From an optimization exercise on the open Yosys and OpenROAD flow, aimed at small area; shortcuts taken in it are not production practice.
At most, simulation tests tie the RTL to the original design; equivalence was not proved.
The flow treats the clock pin as an ideal source. Dropping or thinning the clock tree relies on that and would not hold on a real chip.
No activity file was given, so power comes from the tool's default toggle rates.

==> flow/design.v <==
`timescale 1ns / 1ps
module Zad_8_1(
       input logic [15:0] input0,
       output logic [23:0] output0,
       input logic clk,
       input logic rst,
       input logic start,
       output logic ready
    );
logic [15:0] dn;    
logic [15:0] r;     
logic [19:0] q;     
logic [4:0] cnt;    
logic first, clr, qb;
logic [16:0] t, op, sum;
logic [17:0] c;
assign first = (cnt == 5'd0);
assign clr = (cnt >= 5'd20);             
assign t = {r, first};                   
assign op = {1'b1, dn};
assign c[0] = 1'b1;
genvar i;
generate for (i = 0; i < 17; i++) begin : g_sub
    assign sum[i] = t[i] ^ op[i] ^ c[i];
    assign c[i+1] = (t[i] & op[i]) | (t[i] & c[i]) | (op[i] & c[i]);
end endgenerate
assign qb = c[17];    
always_ff @(posedge clk) begin
    if (start) dn <= ~input0;
    if (clr)     r <= 16'd0;
    else if (qb) r <= sum[15:0];
    else         r <= t[15:0];
    q <= {q[18:0], qb};
    if (rst)                cnt <= 5'd21;
    else if (start)         cnt <= 5'd0;
    else if (cnt != 5'd21)  cnt <= cnt + 5'd1;
end
assign ready = (cnt == 5'd20);
assign output0 = {{4{dn == 16'hFFFF}}, q};
endmodule
clock: 7.0 ns
lec_check: 0
cap_margin: 20
core_margin: 2
core_utilization: 40
slew_margin: 20
standard.sh (not shown) runs the stock make flow with config.mk's settings and CLKGATE_MAP_FILE= SYNTH_SCRIPT=/design/flow/synth_recipe.tcl, a recipe that flattens the netlist after the stock synthesis.
==> flow/flow/run.sh <==
#!/bin/bash
export BUFFER_PORTS_ARGS="-buffer_cell sky130_fd_sc_hd__buf_1"
export CTS_ARGS="-sink_clustering_enable -repair_clock_nets -dont_use_dummy_load -sink_clustering_size 64 -sink_clustering_max_diameter 300 -buf_list sky130_fd_sc_hd__clkbuf_16"
bash standard.sh > standard.log 2>&1
The starting point finished with timing, DRC and antenna clean.
Change:
==> flow/flow/run.sh (replaced) <==
#!/bin/bash
export BUFFER_PORTS_ARGS="-buffer_cell sky130_fd_sc_hd__buf_1"
export CTS_ARGS="-sink_clustering_enable -repair_clock_nets -dont_use_dummy_load -buf_list sky130_fd_sc_hd__clkbuf_4"
bash standard.sh > standard.log 2>&1
After rerunning: Core utilization fell by 3.1 points. Flip-flop and latch count does not change. Wire length fell by 1.9%. Total power fell by 16%. Worst setup slack is better by 27 ps.
Change:
==> flow/flow/run.sh (replaced) <==
#!/bin/bash
cp standard.sh standard_sh_copy.txt
cp config.mk config_mk_copy.txt
export BUFFER_PORTS_ARGS="-buffer_cell sky130_fd_sc_hd__buf_1"
export CTS_ARGS="-sink_clustering_enable -repair_clock_nets -dont_use_dummy_load"
bash standard.sh > standard.log 2>&1
=> The changed run completed with no timing, DRC or antenna violations. Critical path depth stays the same. Register-to-register slack stays flat. First-iteration DRC count rose by a quarter to a third. Worst setup slack stays flat. Cell count is unchanged.
Function was not checked in any run of this note: the RTL went through the layout flow alone.

========
Setup of build 74:
Another version of the RTL of Zad_8_1 (not shown whole).
Size in the first run: roughly 160 cells after synthesis, ~56 flip-flops.
Settings: LEC_CHECK=0, CAP_MARGIN=20, CORE_MARGIN=2, CORE_UTILIZATION=40, SLEW_MARGIN=20; clock period 7.0 ns.
==> flow/flow/run.sh <==
#!/bin/bash
# The standard layout (standard.sh), with buf_1 cells as the port buffers
# and the clock tree built from the buffers listed below, without dummy loads.
export BUFFER_PORTS_ARGS="-buffer_cell sky130_fd_sc_hd__buf_1"
export CTS_ARGS="-repair_clock_nets -dont_use_dummy_load -buf_list sky130_fd_sc_hd__clkbuf_1 sky130_fd_sc_hd__clkbuf_2"
bash standard.sh > standard.log 2>&1
Build 74: aborted in clock tree synthesis (4_1_cts) (tool error)
Edits applied to the flow inputs when going from build 74 to trial 42:
==> flow/flow/run.sh <==
#!/bin/bash
# The standard layout (standard.sh), with buf_1 cells as the port buffers
# and the clock tree built from the buffers listed below, without dummy loads.
export BUFFER_PORTS_ARGS="-buffer_cell sky130_fd_sc_hd__buf_1"
export CTS_ARGS="-sink_clustering_enable -repair_clock_nets -dont_use_dummy_load -sink_clustering_size 30 -sink_clustering_max_diameter 200 -buf_list sky130_fd_sc_hd__clkbuf_8"
bash standard.sh > standard.log 2>&1
### Flow results
Diff trial 42..build 74 | cell area after synthesis | unchanged
Trial 42 went all the way through the flow, and no timing, DRC or antenna check failed.
Trial 42 -> build 74: post-synthesis share of cell area spent on and, or, nand and nor gates delta 0, exact match
From trial 42 to build 74, number of instances in the synthesized netlist did not move at all.
Comparing build 74 against trial 42, there is no change at all in routability-driven placement congestion ratio.
Diff trial 42..build 74 | proportion of synthesized flip-flops having asynchronous set or reset | unchanged
From build 74 to trial 42, total I/O pin count did not move at all.

========
Another version of the RTL of Zad_8_1 (not shown whole).
For scale: ~160 cells after synthesis, about 44 I/O pins, about 0.0020 sq mm of cells after synthesis.
Settings: LEC_CHECK=0, CAP_MARGIN=20, CORE_AREA=2 2 60 60, DIE_AREA=0 0 62 62, PLACE_DENSITY=0.9, SLEW_MARGIN=20; clock period 7.0 ns.
==> flow/flow/run.sh <==
#!/bin/bash
# The standard layout (standard.sh) with these changes:
# - buf_1 cells as the port buffers;
# - synthesis's upsized logic cells set back to drive 1 after floorplan (downsize.tcl);
# - a one-level clock distribution (clkb.tcl) in place of TritonCTS;
# - power recovery (downsizing off the critical paths) after global routing.
# make's output goes to standard.log; each ORFS step keeps its own log under orfs/logs.
export OWN_FLOW_DIR=$(pwd)/flow
export BUFFER_PORTS_ARGS="-buffer_cell sky130_fd_sc_hd__buf_1"
export POST_FLOORPLAN_TCL=$OWN_FLOW_DIR/downsize.tcl
export PRE_CTS_TCL=$OWN_FLOW_DIR/cts_pre.tcl
export CLK_NBUF=3
export CLK_BUF=sky130_fd_sc_hd__clkbuf_8
export RECOVER_POWER=100
bash standard.sh > standard.log 2>&1
==> flow/flow/clkb.tcl <==
# Clock distribution without CTS: the clock port drives CLK_NBUF buffers of type
# CLK_BUF directly. The registers are split into CLK_NBUF groups of equal size by
# recursive bisection along the longer side of each group's bounding box; each
# buffer sits at its group's centroid and drives that group's clock pins.
set nbuf $::env(CLK_NBUF)
set bcell $::env(CLK_BUF)
set block [ord::get_db_block]
set dbu [$block getDbUnitsPerMicron]
set pts {}
foreach it [[$block findNet clk] getITerms] {
  set b [[$it getInst] getBBox]
  lappend pts [list [expr {([$b xMin] + [$b xMax]) / 2.0 / $dbu}] [expr {([$b yMin] + [$b yMax]) / 2.0 / $dbu}] [[$it getInst] getName]]
}
proc clk_split {pts k} {
  if {$k <= 1} { return [list $pts] }
  set xs [lmap p $pts {lindex $p 0}]
  set ys [lmap p $pts {lindex $p 1}]
  set dx [expr {[tcl::mathfunc::max {*}$xs] - [tcl::mathfunc::min {*}$xs]}]
  set dy [expr {[tcl::mathfunc::max {*}$ys] - [tcl::mathfunc::min {*}$ys]}]
  set ax [expr {$dx >= $dy ? 0 : 1}]
  set s [lsort -real -index $ax $pts]
  set k1 [expr {$k / 2}]
  set cut [expr {int(round(double([llength $s]) * $k1 / $k))}]
  return [concat [clk_split [lrange $s 0 [expr {$cut - 1}]] $k1] [clk_split [lrange $s $cut end] [expr {$k - $k1}]]]
}
set i 0
foreach g [clk_split $pts $nbuf] {
  set sx 0.0; set sy 0.0; set pins {}
  foreach p $g {
    set sx [expr {$sx + [lindex $p 0]}]; set sy [expr {$sy + [lindex $p 1]}]
    lappend pins [get_pins -of_objects [get_cells [lindex $p 2]] -filter "direction == input && is_clock"]
  }
  set c [list [expr {$sx / [llength $g]}] [expr {$sy / [llength $g]}]]
  puts "clock buffer $i: [llength $g] registers at $c"
  insert_buffer -buffer_cell $bcell -net clk -load_pins $pins -location $c -buffer_name clkbuf_$i -net_name clknet_$i
  incr i
}
Other scripts of this flow, unchanged in this note and not shown: flow/flow/cts_pre.tcl, flow/flow/downsize.tcl
The first run completed without violations.
Next try:
--- a/flow/flow/run.sh
+++ b/flow/flow/run.sh
@@ -10,6 +10,6 @@
 export POST_FLOORPLAN_TCL=$OWN_FLOW_DIR/downsize.tcl
 export PRE_CTS_TCL=$OWN_FLOW_DIR/cts_pre.tcl
-export CLK_NBUF=3
-export CLK_BUF=sky130_fd_sc_hd__clkbuf_8
+export CLK_NBUF=2
+export CLK_BUF=sky130_fd_sc_hd__clkbuf_16
 export RECOVER_POWER=100
 bash standard.sh > standard.log 2>&1
What happened: Area after synthesis stays the same; global-route usage barely changes; register-to-register slack stays flat; final cell count fell by 0.44%; hold slack got worse by 3.8 ps; wire length barely changes; fmax rose by 0.32%.
Next try:
--- a/flow/flow/run.sh
+++ b/flow/flow/run.sh
@@ -11,5 +11,5 @@
 export PRE_CTS_TCL=$OWN_FLOW_DIR/cts_pre.tcl
 export CLK_NBUF=2
-export CLK_BUF=sky130_fd_sc_hd__clkbuf_16
+export CLK_BUF=sky130_fd_sc_hd__buf_12
 export RECOVER_POWER=100
 bash standard.sh > standard.log 2>&1
Result: Clock power is lower by a few percent. Power is lower slightly. Synthesized cell count is unchanged. Maximum frequency stays flat. Worst hold slack stays flat. Synthesized area does not change. Global-route usage is lower by 0.13 points. Wire length is lower slightly. Critical path depth does not change. Setup slack got worse by 11 ps. Die area stays the same.
In every run of this note, the design's own scripts or RTL, not TritonCTS, make the clock network.

========
== JK ==
Another version of the RTL of Zad_8_1 (not shown whole).
Size: ~62 flip-flops, about 44 I/O pins.
Design Zad_8_1, start of the top module:
module Zad_8_1(
       input logic [15:0] input0,
       output logic [23:0] output0,
       input logic clk,
       input logic rst,
       input logic start,
       output logic ready
    );
logic [35:0] w;      
logic [17:0] dr;     
logic [2:0] ph;      
logic busy;          
logic init;          
logic sg;            
logic sh;            
logic c;             
logic p0, p3, p5, rph, sub, shin, hi, ge3, cin;
logic [5:0] din, op, sum;
logic [6:0] k;
assign p0  = ~ph[2] & ~ph[0];
assign p3  = ph[2] & ph[0];
assign p5  = ph[2] & ~ph[1];
assign rph = ph[2];                      
assign hi  = (dr[15:2] == 14'd0);        
assign ge3 = ~hi | (dr[1] & dr[0]);      
assign sub  = ~sg;                       
assign shin = p0 ? ~sg : sh;             
assign din = init ? {3'b000, p3 & ge3, 1'b0, p0} : {w[4:0], shin};
assign op  = rph ? (dr[5:0] ^ {6{sub}}) : 6'd0;
assign cin = rph & (p3 ? sub : c);
assign k[0] = cin;
genvar i;
generate for (i = 0; i < 6; i++) begin : g_add
    assign sum[i] = din[i] ^ op[i] ^ k[i];
    assign k[i+1] = (din[i] & op[i]) | (din[i] & k[i]) | (op[i] & k[i]);
end endgenerate
assign ready = busy & ~init & p0 & w[17];
always_ff @(posedge clk) begin
    w  <= {sum, w[35:6]};
    dr <= start ? {2'b00, input0} : {dr[5:0], dr[17:6]};
    sh <= w[5];
    c  <= k[6];
    if (start)   ph <= 3'b000;
    else         ph <= {ph[1:0], ~ph[2]};
    if (start)   init <= 1'b1;
    else if (p5) init <= 1'b0;
    if (start)   sg <= 1'b0;
    else if (p5) sg <= sum[5];
    if (rst)        busy <= 1'b0;
    else if (start) busy <= 1'b1;
    else if (ready) busy <= 1'b0;
end
assign output0 = {{4{hi & ~dr[1] & ~dr[0]}}, hi & ~dr[1], hi & ~dr[0], w[16:0], ~sg};
endmodule
Settings: LEC_CHECK=0, CAP_MARGIN=20, CORE_MARGIN=2, CORE_UTILIZATION=40, SLEW_MARGIN=20; clock period 7.0 ns.
==> flow/flow/run.sh <==
#!/bin/bash
# The standard layout (standard.sh), with buf_1 cells as the port buffers and
# a one-level clock distribution (flow/clkn.tcl) in place of TritonCTS.
export OWN_FLOW_DIR=$(pwd)/flow
export BUFFER_PORTS_ARGS="-buffer_cell sky130_fd_sc_hd__buf_1"
export PRE_CTS_TCL=$OWN_FLOW_DIR/cts_pre.tcl
export CLK_NBUF=2
export CLK_BUF=sky130_fd_sc_hd__clkbuf_16
export RECOVER_POWER=100
bash standard.sh > standard.log 2>&1
Other scripts of this flow, unchanged in this note and not shown: flow/flow/clkn.tcl, flow/flow/cts_pre.tcl
#### Input delta (MS over JK)
-- flow/flow/run.sh --
<<< JK, line 8
export CLK_BUF=sky130_fd_sc_hd__clkbuf_16
export RECOVER_POWER=100
bash standard.sh > standard.log 2>&1
>>> MS, line 8
export CLK_BUF=sky130_fd_sc_hd__clkbuf_16
bash standard.sh > standard.log 2>&1
Results
From JK to MS the numbers moved as follows: count of filler cells inserted in the layout lower; portion of the clock cycle consumed by the worst path in the final layout barely changed; worst setup slack went up 0.0084 ns; wire length per cell after detailed routing has decreased. Number of max-slew violations in the final report came out exactly the same in MS and JK. JK -> MS: via count flat. MS and JK ended up with roughly the same combinational power share. MS against JK; length of routed met2 wiring is down by a few percent. As of MS, final cell area excluding filler cells had risen slightly compared to JK. The run with more routed wire is JK, not MS.
Inputs modified between MS and AL:
==> flow/flow/run.sh <==
#!/bin/bash
# The standard layout (standard.sh) with these changes:
# - buf_1 cells as the port buffers;
# - synthesis's upsized logic cells set back to drive 1 after floorplan (downsize.tcl);
# - a one-level clock distribution (clkn.tcl) in place of TritonCTS;
# - power recovery (downsizing off the critical paths) after global routing.
# make's output goes to standard.log; each ORFS step keeps its own log under orfs/logs.
export OWN_FLOW_DIR=$(pwd)/flow
export BUFFER_PORTS_ARGS="-buffer_cell sky130_fd_sc_hd__buf_1"
export POST_FLOORPLAN_TCL=$OWN_FLOW_DIR/downsize.tcl
export PRE_CTS_TCL=$OWN_FLOW_DIR/cts_pre.tcl
export CLK_NBUF=2
export CLK_BUF=sky130_fd_sc_hd__clkbuf_16
export RECOVER_POWER=100
bash standard.sh > standard.log 2>&1
==> flow/flow/downsize.tcl (new file) <==
# Sourced after floorplan (POST_FLOORPLAN_TCL): give every logic cell that
# synthesis upsized the drive-1 version of its cell (the same function and
# pins); later timing repair upsizes again where a path needs it.
set n 0
foreach inst [[ord::get_db_block] getInsts] {
  set m [[$inst getMaster] getName]
  if {![regexp {^(sky130_fd_sc_hd__[a-z0-9]+)_([0-9]+)$} $m -> base drive]} { continue }
  if {$drive <= 1} { continue }
  if {[string match *clkbuf* $base] || [string match *tap* $base]} { continue }
  set small [get_lib_cells -quiet ${base}_1]
  if {$small eq ""} { continue }
  replace_cell [get_cells [$inst getName]] $small
  incr n
}
puts "downsize.tcl: $n cells set to drive 1"
- Reported for AL and MS, summed instance area of the synthesized netlist turned out identical to the last digit.
- Wire length of the first global-routing pass ends up higher on MS.
- AL vs MS: global router's overall resource usage down in AL
- AL: number of global-route vias before repair is about 3.4% higher than what MS reported.
- Layout cell share with drive strength beyond 1: AL vs MS down 5.3 points
The following lists how TR was set up differently from AL:
==> flow/flow/run.sh <==
#!/bin/bash
# The standard layout (standard.sh), with buf_1 cells as the port buffers and
# a one-level clock distribution (flow/clkn.tcl) in place of TritonCTS.
export OWN_FLOW_DIR=$(pwd)/flow
export BUFFER_PORTS_ARGS="-buffer_cell sky130_fd_sc_hd__buf_1"
export PRE_CTS_TCL=$OWN_FLOW_DIR/cts_pre.tcl
export CLK_NBUF=2
export CLK_BUF=sky130_fd_sc_hd__clkbuf_16
export RECOVER_POWER=100
export REMOVE_ABC_BUFFERS=1
bash standard.sh > standard.log 2>&1
removed: flow/flow/downsize.tcl
--- outcome ---
Any difference in internal power summed over all cells between TR and AL is small enough to ignore. Global-route usage (higher): TR. Summary of TR over AL: number of tap cells added at floorplan now sits at about the same level, minimum setup slack in the final design held steady, final design instance area without fill grew by about 1.1%, post-synthesis average cell area roughly the same, core utilization went up 0.47 points. Re fraction of layout instances using a drive strength above 1: AL was lower than TR. The total power was comparable across TR and AL.
No functional check of the RTL was part of any run of this note. In every run of this note, the design's own scripts or RTL, not TritonCTS, make the clock network.

-- afterwards: timing with drivers on the ports --
How much do the figures lean on ideal ports? The routed layouts below were timed once more, with nothing changed but the port constraints.
Step 1: set_driving_cell puts a clkbuf_16 on clk and a buf_2 on each other input, an assumption about the parent block.
Step 2 times the ports against the registers' clock, not the clock port: input delays grow and output delays shrink by t, the midpoint of the rising clock arrivals with the driver on.
a / b / c = no drivers / after step 1 / after step 2; a / b = the first two.
run | shift t [ns] | setup WS [ns] | worst hold slack (ns) | worst register clock-pin slew, ns | worst slew at a driven data input, ns
the first run of note 1 | 0.339 | 0.263 / 0.263 / 0.263 | 0.343 / 0.343 / 0.343 | 0.05 / 0.05 | 0.03
the second run of note 1 | 0.395 | 0.290 / 0.290 / 0.290 | 0.351 / 0.351 / 0.351 | 0.08 / 0.08 | 0.03
the third run of note 1 | 0.349 | 0.287 / 0.287 / 0.287 | 0.343 / 0.343 / 0.343 | 0.06 / 0.06 | 0.03
trial 42 | 0.324 | 0.355 / 0.355 / 0.355 | 0.331 / 0.331 / 0.331 | 0.10 / 0.10 | 0.03
the first run of note 3 | 0.209 | 3.487 / 3.487 / 3.487 | 0.338 / 0.338 / 0.338 | 0.12 / 0.12 | 0.03
the second run of note 3 | 0.208 | 3.498 / 3.498 / 3.498 | 0.334 / 0.334 / 0.334 | 0.10 / 0.10 | 0.03
the third run of note 3 | 0.185 | 3.488 / 3.488 / 3.488 | 0.335 / 0.335 / 0.335 | 0.11 / 0.11 | 0.03
JK | 0.210 | 3.787 / 3.787 / 3.787 | 0.337 / 0.337 / 0.337 | 0.11 / 0.11 | 0.03
MS | 0.212 | 3.796 / 3.796 / 3.796 | 0.337 / 0.337 / 0.337 | 0.11 / 0.11 | 0.03
AL | 0.212 | 3.789 / 3.789 / 3.789 | 0.337 / 0.337 / 0.337 | 0.11 / 0.11 | 0.04
TR | 0.210 | 3.790 / 3.789 / 3.789 | 0.336 / 0.336 / 0.336 | 0.10 / 0.10 | 0.04
After both steps setup and hold are still met in every run listed. For TR, which loses most, drivers alone change the setup slack by -0.001 ns; drivers and shift together by -0.001 ns.
